What follows belongs to an exercise in optimizing a design on an open flow for small area, a short achievable clock period and few clock cycles per item; a production flow would make more cautious choices.

==> flow/design.v <==
module integer_sqrt #(parameter K = 1) (clk, start, odd, frac, root, done);
    input clk;
    input start;
    input odd;
    input [51:0] frac;
    output [27:0] root;
    output done;
    localparam C  = 28 / K;          
    localparam CW = $clog2(C + 1);
    reg [28:0] q;                    
    reg signed [30:0] rem;           
    reg [CW-1:0] cnt;                
    reg [2*K-1:0] p;                 
    assign root = q[27:0];
    assign done = q[28];
    wire [56:0] fe = {frac, 5'd0};
    function [2*K-1:0] window;
        input [CW-1:0] c;
        input e0;
        reg [2*K:0] w;
        integer i;
        begin
            w = 0;
            for (i = 0; i < C; i = i + 1)
                if (c == i) w = fe[56 - 2*i*K -: 2*K+1];
            window = e0 ? w[2*K:1] : w[2*K-1:0];
        end
    endfunction
    reg signed [30:0] r;
    reg [28:0] qq;
    reg signed [30:0] t;
    integer s;
    always @(*) begin
        r = rem;
        qq = q;
        for (s = 0; s < K; s = s + 1) begin
            if (!r[30])
                t = {r[28:0], p[2*K-1-2*s -: 2]} - {qq[27:0], 2'b01};
            else
                t = {r[28:0], p[2*K-1-2*s -: 2]} + {qq[27:0], 2'b11};
            qq = {qq[27:0], ~t[30]};
            r = t;
        end
    end
    always @(posedge clk) begin
        if (start) begin
            q   <= 29'd1;
            rem <= odd ? 31'd0 : {29'd0, frac[51], ~frac[51]};
            cnt <= 1;
            p   <= window(0, odd);
        end else begin
            if (!q[28]) q <= qq;
            rem <= r;
            cnt <= cnt + 1'b1;
            p   <= window(cnt, odd);
        end
    end
endmodule
module fp_sqrt(reset, clk, i_sign, i_exp, i_frac, ready, o_sign, o_exp, o_frac);
    input reset;
    input clk;
    input i_sign;
    input wire [10:0] i_exp;
    input wire [51:0] i_frac;
    output wire ready;
    output reg o_sign;
    output reg [10:0] o_exp;
    output wire [51:0] o_frac;
    wire [27:0] root;
    always @(posedge clk) begin
        if (reset) begin
            o_sign <= i_sign;
            o_exp  <= (i_exp >> 1) + 11'd511 + i_exp[0];
        end
    end
    integer_sqrt #(.K(2)) rooter(.clk(clk), .start(reset), .odd(i_exp[0]), .frac(i_frac),
                        .root(root), .done(ready));
    assign o_frac = {root, 24'd0};
endmodule
==> flow/config.mk <==
export PLATFORM = sky130hd
export DESIGN_NAME = fp_sqrt
export DESIGN_NICKNAME = fp_sqrt
export VERILOG_FILES = /design/flow/design.v
export SDC_FILE = /design/flow/constraint.sdc
export NUM_CORES = 4
export LEC_CHECK = 0
export CAP_MARGIN = 20
export CORE_MARGIN = 2
export CORE_UTILIZATION = 40
export SLEW_MARGIN = 20
==> flow/constraint.sdc <==
create_clock -name core_clock -period 11.0 [get_ports {clk}]
set_input_delay 2.2000 -clock core_clock [delete_from_list [all_inputs] [get_ports {clk}]]
set_output_delay 2.2000 -clock core_clock [all_outputs]
set_load 0.01 [all_outputs]
run.sh (not shown) runs the stock make flow with config.mk's settings and CLKGATE_MAP_FILE= SYNTH_SCRIPT=/design/flow/synth_recipe.tcl, a recipe that flattens the netlist after the stock synthesis.
Change:
--- a/flow/design.v
+++ b/flow/design.v
@@ -71,9 +71,9 @@
         if (reset) begin
             o_sign <= i_sign;
             o_exp  <= (i_exp >> 1) + 11'd511 + i_exp[0];
         end
     end
-    integer_sqrt #(.K(2)) rooter(.clk(clk), .start(reset), .odd(i_exp[0]), .frac(i_frac),
+    integer_sqrt rooter(.clk(clk), .start(reset), .odd(i_exp[0]), .frac(i_frac),
                         .root(root), .done(ready));
     assign o_frac = {root, 24'd0};
 endmodule
Design area is lower by 15%.
Register-to-register slack gains 3.4 ns.
Synthesized cell count shrinks by 13%.
First-iteration DRC count went up by 52%.
Flip-flop and latch count fell by 1.
Area after synthesis goes down by 17%.
Count of clock-buffer cells in the layout grows by 2.
Via count fell by 12%.
Function was not checked in any run of this note: the RTL went through the layout flow alone.

* * *

== run K ==
Another version of the RTL of fp_sqrt (not shown whole).
Size in the first run: ~1100 cells after synthesis, roughly 130 I/O pins.
==> module integer_sqrt, before the edit <==
module integer_sqrt #(parameter K = 1, parameter S = 1) (clk, start, odd, frac, root, done);
    input clk;
    input start;
    input odd;
    input [51:0] frac;
    output [27:0] root;
    output done;
    localparam C  = (28 - S) / K;    
    localparam CW = $clog2(C + 1);
    reg [28:0] q;                    
    reg [29:0] rem;                  
    reg [CW-1:0] cnt;                
    reg [2*K-1:0] p;                 
    assign root = q[27:0];
    assign done = q[28];
    function [2*K-1:0] fetch;
        input [CW-1:0] c;
        input e0;
        reg [K-1:0] ev;              
        reg [K:0]   od;              
        integer n, k, i;
        begin
            ev = 0;
            od = 0;
            for (n = 0; n < C; n = n + 1)
                if (c == n)
                    for (k = 0; k <= K; k = k + 1) begin
                        i = 25 - S - K*n - k;
                        if (k < K && i >= 0) ev[K-1-k] = frac[2*i];
                        if (i >= 0) od[K-k] = frac[2*i+1];
                    end
            for (k = 0; k < K; k = k + 1)
                fetch[2*K-1-2*k -: 2] = e0 ? {od[K-k], ev[K-1-k]} : {ev[K-1-k], od[K-1-k]};
        end
    endfunction
    localparam TW = 2*S + 2;
    wire [TW-1:0] mtop = odd ? {2'b01, frac[51 -: 2*S]} : {1'b1, frac[51 -: 2*S+1]};
    reg [S:0] r0;
    reg [S+1:0] m0;
    reg [S+3:0] tt;
    integer u;
    always @(*) begin
        r0 = 1;
        m0 = mtop[TW-1:TW-2] - 1'b1;
        for (u = 0; u < S; u = u + 1) begin
            tt = {m0, mtop[2*S-1-2*u -: 2]} - {r0, 2'b01};
            if (!tt[S+3]) begin
                m0 = tt;
                r0 = {r0, 1'b1};
            end else begin
                m0 = {m0, mtop[2*S-1-2*u -: 2]};
                r0 = {r0, 1'b0};
            end
        end
    end
    wire [29:0] rs [0:K/2];
    wire [28:0] qs [0:K/2];
    assign rs[0] = rem;
    assign qs[0] = q;
    genvar g;
    generate
        for (g = 0; g < K/2; g = g + 1) begin : stage
            wire [1:0] p1 = p[2*K-1-4*g -: 2];
            wire [1:0] p2 = p[2*K-3-4*g -: 2];
            wire sg = rs[g][29];
            wire [28:0] qn = qs[g] ^ {29{~sg}};
            wire [30:0] t1 = {rs[g][28:0], p1} + {qn, 2'b11};
            wire [30:0] x = {rs[g][26:0], p1, p2};
            wire [30:0] t2s = x + {qn, 3'b111};
            wire [30:0] t2b = x + {qn, 4'b1111} + {qn, 3'b000};
            wire s1 = t1[30];
            wire [30:0] t2 = (s1 == sg) ? t2b : t2s;
            assign rs[g+1] = {t2[30], t2[28:0]};
            assign qs[g+1] = {qs[g][26:0], ~s1, ~t2[30]};
        end
    endgenerate
    always @(posedge clk) begin
        if (start) begin
            q   <= r0;
            rem <= m0;
            cnt <= 1;
            p   <= fetch(0, odd);
        end else begin
            if (!q[28]) q <= qs[K/2];
            rem <= rs[K/2];
            cnt <= cnt + 1'b1;
            p   <= fetch(cnt, odd);
        end
    end
endmodule
==> module fp_sqrt, before the edit <==
module fp_sqrt(reset, clk, i_sign, i_exp, i_frac, ready, o_sign, o_exp, o_frac);
    input reset;
    input clk;
    input i_sign;
    input wire [10:0] i_exp;
    input wire [51:0] i_frac;
    output wire ready;
    output reg o_sign;
    output reg [10:0] o_exp;
    output wire [51:0] o_frac;
    wire [27:0] root;
    always @(posedge clk) begin
        if (reset) begin
            o_sign <= i_sign;
            o_exp  <= (i_exp >> 1) + 11'd511 + i_exp[0];
        end
    end
    integer_sqrt #(.K(2), .S(2)) rooter(.clk(clk), .start(reset), .odd(i_exp[0]),
                        .frac(i_frac), .root(root), .done(ready));
    assign o_frac = {root, 24'd0};
endmodule
Settings: LEC_CHECK=0, ABC_CLOCK_PERIOD_IN_PS=2500, CAP_MARGIN=20, CORE_MARGIN=2, CORE_UTILIZATION=40, SETUP_SLACK_MARGIN=5, SLEW_MARGIN=20; clock period 11.0 ns.
standard.sh (not shown) runs the stock make flow with config.mk's settings and CLKGATE_MAP_FILE= SYNTH_SCRIPT=/design/flow/synth_recipe.tcl, a recipe that flattens the netlist after the stock synthesis.
==> flow/flow/run.sh <==
#!/bin/bash
# The standard layout (the standard.sh, standard synthesis unchanged) with
# two changes to how the layout is made: the port buffers use the smallest
# buffer cell, and timing repair aims for 7.5 ns of setup slack.
set -o pipefail
bash standard.sh "BUFFER_PORTS_ARGS=-buffer_cell sky130_fd_sc_hd__buf_1" SETUP_SLACK_MARGIN=7.5  finish > flow_make.log 2>&1
Run K went all the way through synthesis, placement and routing and the layout is clean on timing, DRC and antenna.
Input-level comparison between run M and run K:
diff --git a/flow/design.v b/flow/design.v
--- a/flow/design.v
+++ b/flow/design.v
@@ -51,44 +51,56 @@
                 m0 = {m0, mtop[2*S-1-2*u -: 2]};
                 r0 = {r0, 1'b0};
             end
         end
     end
-    wire [29:0] rs [0:K/2];
-    wire [28:0] qs [0:K/2];
+    wire [29:0] rs [0:K];
+    wire [28:0] qs [0:K];
     assign rs[0] = rem;
     assign qs[0] = q;
     genvar g;
     generate
-        for (g = 0; g < K/2; g = g + 1) begin : stage
-            wire [1:0] p1 = p[2*K-1-4*g -: 2];
-            wire [1:0] p2 = p[2*K-3-4*g -: 2];
+        for (g = 0; g < K; g = g + 1) begin : step
+            wire [1:0] pp = p[2*K-1-2*g -: 2];
             wire sg = rs[g][29];
-            wire [28:0] qn = qs[g] ^ {29{~sg}};
-            wire [30:0] t1 = {rs[g][28:0], p1} + {qn, 2'b11};
-            wire [30:0] x = {rs[g][26:0], p1, p2};
-            wire [30:0] t2s = x + {qn, 3'b111};
-            wire [30:0] t2b = x + {qn, 4'b1111} + {qn, 3'b000};
-            wire s1 = t1[30];
-            wire [30:0] t2 = (s1 == sg) ? t2b : t2s;
-            assign rs[g+1] = {t2[30], t2[28:0]};
-            assign qs[g+1] = {qs[g][26:0], ~s1, ~t2[30]};
+            wire [28:0] sum;
+            ksadd #(.N(29)) add(.a(rs[g][28:0]), .b(qs[g] ^ {29{~sg}}), .ci(pp != 2'b00), .s(sum));
+            assign rs[g+1] = {sum[28], sum[26:0], pp - 2'b01};
+            assign qs[g+1] = {qs[g][27:0], ~sum[28]};
         end
     endgenerate
     always @(posedge clk) begin
         if (start) begin
             q   <= r0;
             rem <= m0;
             cnt <= 1;
             p   <= fetch(0, odd);
         end else begin
-            if (!q[28]) q <= qs[K/2];
-            rem <= rs[K/2];
+            if (!q[28]) q <= qs[K];
+            rem <= rs[K];
             cnt <= cnt + 1'b1;
             p   <= fetch(cnt, odd);
         end
     end
+endmodule
+module ksadd #(parameter N = 29) (input [N-1:0] a, input [N-1:0] b, input ci, output [N-1:0] s);
+    wire [N-1:0] p0 = a ^ b;
+    reg [N-1:0] g, p, gn, pn;
+    integer i, d;
+    always @(*) begin
+        g = a & b; p = p0;
+        g[0] = g[0] | (p0[0] & ci);
+        for (d = 1; d < N; d = d * 2) begin
+            gn = g; pn = p;
+            for (i = d; i < N; i = i + 1) begin
+                gn[i] = g[i] | (p[i] & g[i-d]);
+                pn[i] = p[i] & p[i-d];
+            end
+            g = gn; p = pn;
+        end
+    end
+    assign s = p0 ^ {g[N-2:0], ci};
 endmodule
 module fp_sqrt(reset, clk, i_sign, i_exp, i_frac, ready, o_sign, o_exp, o_frac);
     input reset;
     input clk;
     input i_sign;
@@ -103,9 +115,9 @@
         if (reset) begin
             o_sign <= i_sign;
             o_exp  <= (i_exp >> 1) + 11'd511 + i_exp[0];
         end
     end
-    integer_sqrt #(.K(2), .S(2)) rooter(.clk(clk), .start(reset), .odd(i_exp[0]),
+    integer_sqrt #(.K(1), .S(3)) rooter(.clk(clk), .start(reset), .odd(i_exp[0]),
                         .frac(i_frac), .root(root), .done(ready));
     assign o_frac = {root, 24'd0};
 endmodule
- Delta (run M minus run K): synthesized area lower; post-synthesis simple-gate area fraction higher; synthesized cell count lower.
- When run M is measured against run K, its sequential cell area turns out 24 sq um lower.
- The lower arrival time of the worst setup path came out of run K.
- Compared to run K, the routing of run M uses less wire.
- Going from run K to run M, number of placed cells counting well taps -476; final area -0.0032 sq mm; global-route wire length before repair -41%; proportion of layout cells with a drive suffix above 1 +0.92 points.
No run of this note included a check of the RTL's function; only the layout flow was run.

* * *

Another version of the RTL of fp_sqrt (not shown whole).
For scale: ~1000 cells after synthesis, about 79 flip-flops, about 130 I/O pins, ~8500 µm² of cells after synthesis.
==> module integer_sqrt, before the edit <==
module integer_sqrt #(parameter K = 1, parameter S = 1) (clk, start, odd, frac, root, done);
    input clk;
    input start;
    input odd;
    input [51:0] frac;
    output [27:0] root;
    output done;
    localparam C  = (28 - S) / K;    
    localparam CW = $clog2(C + 1);
    reg [28:0] q;                    
    reg [29:0] rem;                  
    reg [CW-1:0] cnt;                
    reg [2*K-1:0] p;                 
    assign root = q[27:0];
    assign done = q[28];
    function [2*K-1:0] fetch;
        input [CW-1:0] c;
        input e0;
        reg [K-1:0] ev;              
        reg [K:0]   od;              
        integer n, k, i;
        begin
            ev = 0;
            od = 0;
            for (n = 0; n < C; n = n + 1)
                if (c == n)
                    for (k = 0; k <= K; k = k + 1) begin
                        i = 25 - S - K*n - k;
                        if (k < K && i >= 0) ev[K-1-k] = frac[2*i];
                        if (i >= 0) od[K-k] = frac[2*i+1];
                    end
            for (k = 0; k < K; k = k + 1)
                fetch[2*K-1-2*k -: 2] = e0 ? {od[K-k], ev[K-1-k]} : {ev[K-1-k], od[K-1-k]};
        end
    endfunction
    localparam TW = 2*S + 2;
    function [2*S+2:0] topsqrt;      
        input [TW-1:0] mt;
        reg [S:0] r;
        reg [S+1:0] m;
        reg [S+3:0] t;
        integer u;
        begin
            r = 1;
            m = mt[TW-1:TW-2] - 1'b1;
            for (u = 0; u < S; u = u + 1) begin
                t = {m, mt[2*S-1-2*u -: 2]} - {r, 2'b01};
                if (!t[S+3]) begin
                    m = t;
                    r = {r, 1'b1};
                end else begin
                    m = {m, mt[2*S-1-2*u -: 2]};
                    r = {r, 1'b0};
                end
            end
            topsqrt = {r, m};
        end
    endfunction
    wire [2*S+2:0] top_odd  = topsqrt({2'b01, frac[51 -: 2*S]});
    wire [2*S+2:0] top_even = topsqrt({1'b1, frac[51 -: 2*S+1]});
    wire [S:0] r0 = odd ? top_odd[2*S+2 -: S+1] : top_even[2*S+2 -: S+1];
    wire [S+1:0] m0 = odd ? top_odd[S+1:0] : top_even[S+1:0];
    wire [29:0] rs [0:K/2];
    wire [28:0] qs [0:K/2];
    assign rs[0] = rem;
    assign qs[0] = q;
    genvar g;
    generate
        for (g = 0; g < K/2; g = g + 1) begin : stage
            wire [1:0] p1 = p[2*K-1-4*g -: 2];
            wire [1:0] p2 = p[2*K-3-4*g -: 2];
            wire sg = rs[g][29];
            wire [28:0] qn = qs[g] ^ {29{~sg}};
            wire [30:0] t1 = {rs[g][28:0], p1} + {qn, 2'b11};
            wire [30:0] x = {rs[g][26:0], p1, p2};
            wire [30:0] t2s = x + {qn, 3'b111};
            wire [30:0] t2b = x + {qn, 4'b1111} + {qn, 3'b000};
            wire s1 = t1[30];
            wire [30:0] t2 = (s1 == sg) ? t2b : t2s;
            assign rs[g+1] = {t2[30], t2[28:0]};
            assign qs[g+1] = {qs[g][26:0], ~s1, ~t2[30]};
        end
    endgenerate
    always @(posedge clk) begin
        if (start) begin
            q   <= r0;
            rem <= m0;
            cnt <= 1;
            p   <= fetch(0, odd);
        end else begin
            if (!q[28]) q <= qs[K/2];
            rem <= rs[K/2];
            cnt <= cnt + 1'b1;
            p   <= fetch(cnt, odd);
        end
    end
endmodule
==> flow/config.mk <==
export PLATFORM = sky130hd
export DESIGN_NAME = fp_sqrt
export DESIGN_NICKNAME = fp_sqrt
export VERILOG_FILES = /design/flow/design.v
export SDC_FILE = /design/flow/constraint.sdc
export NUM_CORES = 4
export LEC_CHECK = 0
export ABC_CLOCK_PERIOD_IN_PS = 2500
export CAP_MARGIN = 20
export CORE_MARGIN = 2
export CORE_UTILIZATION = 40
export SETUP_SLACK_MARGIN = 5
export SLEW_MARGIN = 20
==> flow/constraint.sdc <==
create_clock -name core_clock -period 11.0 [get_ports {clk}]
set_input_delay 2.2000 -clock core_clock [delete_from_list [all_inputs] [get_ports {clk}]]
set_output_delay 2.2000 -clock core_clock [all_outputs]
set_load 0.01 [all_outputs]
Scripts as last shown in full above: flow/flow/run.sh
Then changed:
--- a/flow/design.v
+++ b/flow/design.v
@@ -4,17 +4,18 @@
     input odd;
     input [51:0] frac;
     output [27:0] root;
     output done;
     localparam C  = (28 - S) / K;    
-    localparam CW = $clog2(C + 1);
+    localparam CW = (C < 16) ? 4 : 5;
     reg [28:0] q;                    
+    reg rdy;                         
     reg [29:0] rem;                  
     reg [CW-1:0] cnt;                
     reg [2*K-1:0] p;                 
     assign root = q[27:0];
-    assign done = q[28];
+    assign done = rdy;
     function [2*K-1:0] fetch;
         input [CW-1:0] c;
         input e0;
         reg [K-1:0] ev;              
         reg [K:0]   od;              
@@ -82,15 +83,17 @@
         end
     endgenerate
     always @(posedge clk) begin
         if (start) begin
             q   <= r0;
+            rdy <= 1'b0;
             rem <= m0;
             cnt <= 1;
             p   <= fetch(0, odd);
         end else begin
             if (!q[28]) q <= qs[K/2];
+            rdy <= rdy | q[28-K];
             rem <= rs[K/2];
             cnt <= cnt + 1'b1;
             p   <= fetch(cnt, odd);
         end
     end
=> The new run finished with timing, DRC and antenna clean; cell area stays flat; setup slack gets worse by 0.022 ns; worst hold slack is about the same; sequential share of layout area is higher by 0.23 points; first-iteration DRC count is lower by 18%; fmax is lower by 0.62%; cell count hardly moves; global-route usage is lower by 0.44 points.
Function was not checked in any run of this note: the RTL went through the layout flow alone.

-- afterwards: timing with drivers on the ports --
Ports are ideal in the flow. The routed layouts listed here were re-timed in OpenROAD. Step 1 sets driving cells, clkbuf_16 on the clock port and buf_2 on the other inputs (assumed; they add their load-dependent delay and slew). Step 2 also shifts input and output timing later by t, the mid clock arrival at the registers, as if the neighbouring blocks saw the same clock. a / b / c = ideal ports / drivers / drivers and shift; a / b = the first two.
run	t (ns)	setup WS [ns]	worst setup path at the end	worst register clock-pin slew, ns	worst data-port slew with drivers (ns)
the first run of note 1	0.386	4.035 / 4.035 / 4.035	register to register	0.06 / 0.06	0.04
the second run of note 1	0.376	6.764 / 6.726 / 6.541	input to register	0.06 / 0.06	0.05
run K	0.399	7.464 / 7.425 / 7.026	input to register	0.08 / 0.08	0.12
run M	0.385	6.452 / 6.356 / 5.971	input to register	0.06 / 0.06	0.14
the first run of note 3	0.401	7.455 / 7.468 / 7.067	input to register	0.08 / 0.08	0.05
the second run of note 3	0.391	7.433 / 7.433 / 7.149	input to register	0.07 / 0.07	0.04
After both steps setup and hold are still met in every run listed. For run M, which loses most, drivers alone change the setup slack by -0.096 ns; drivers and shift together by -0.481 ns.
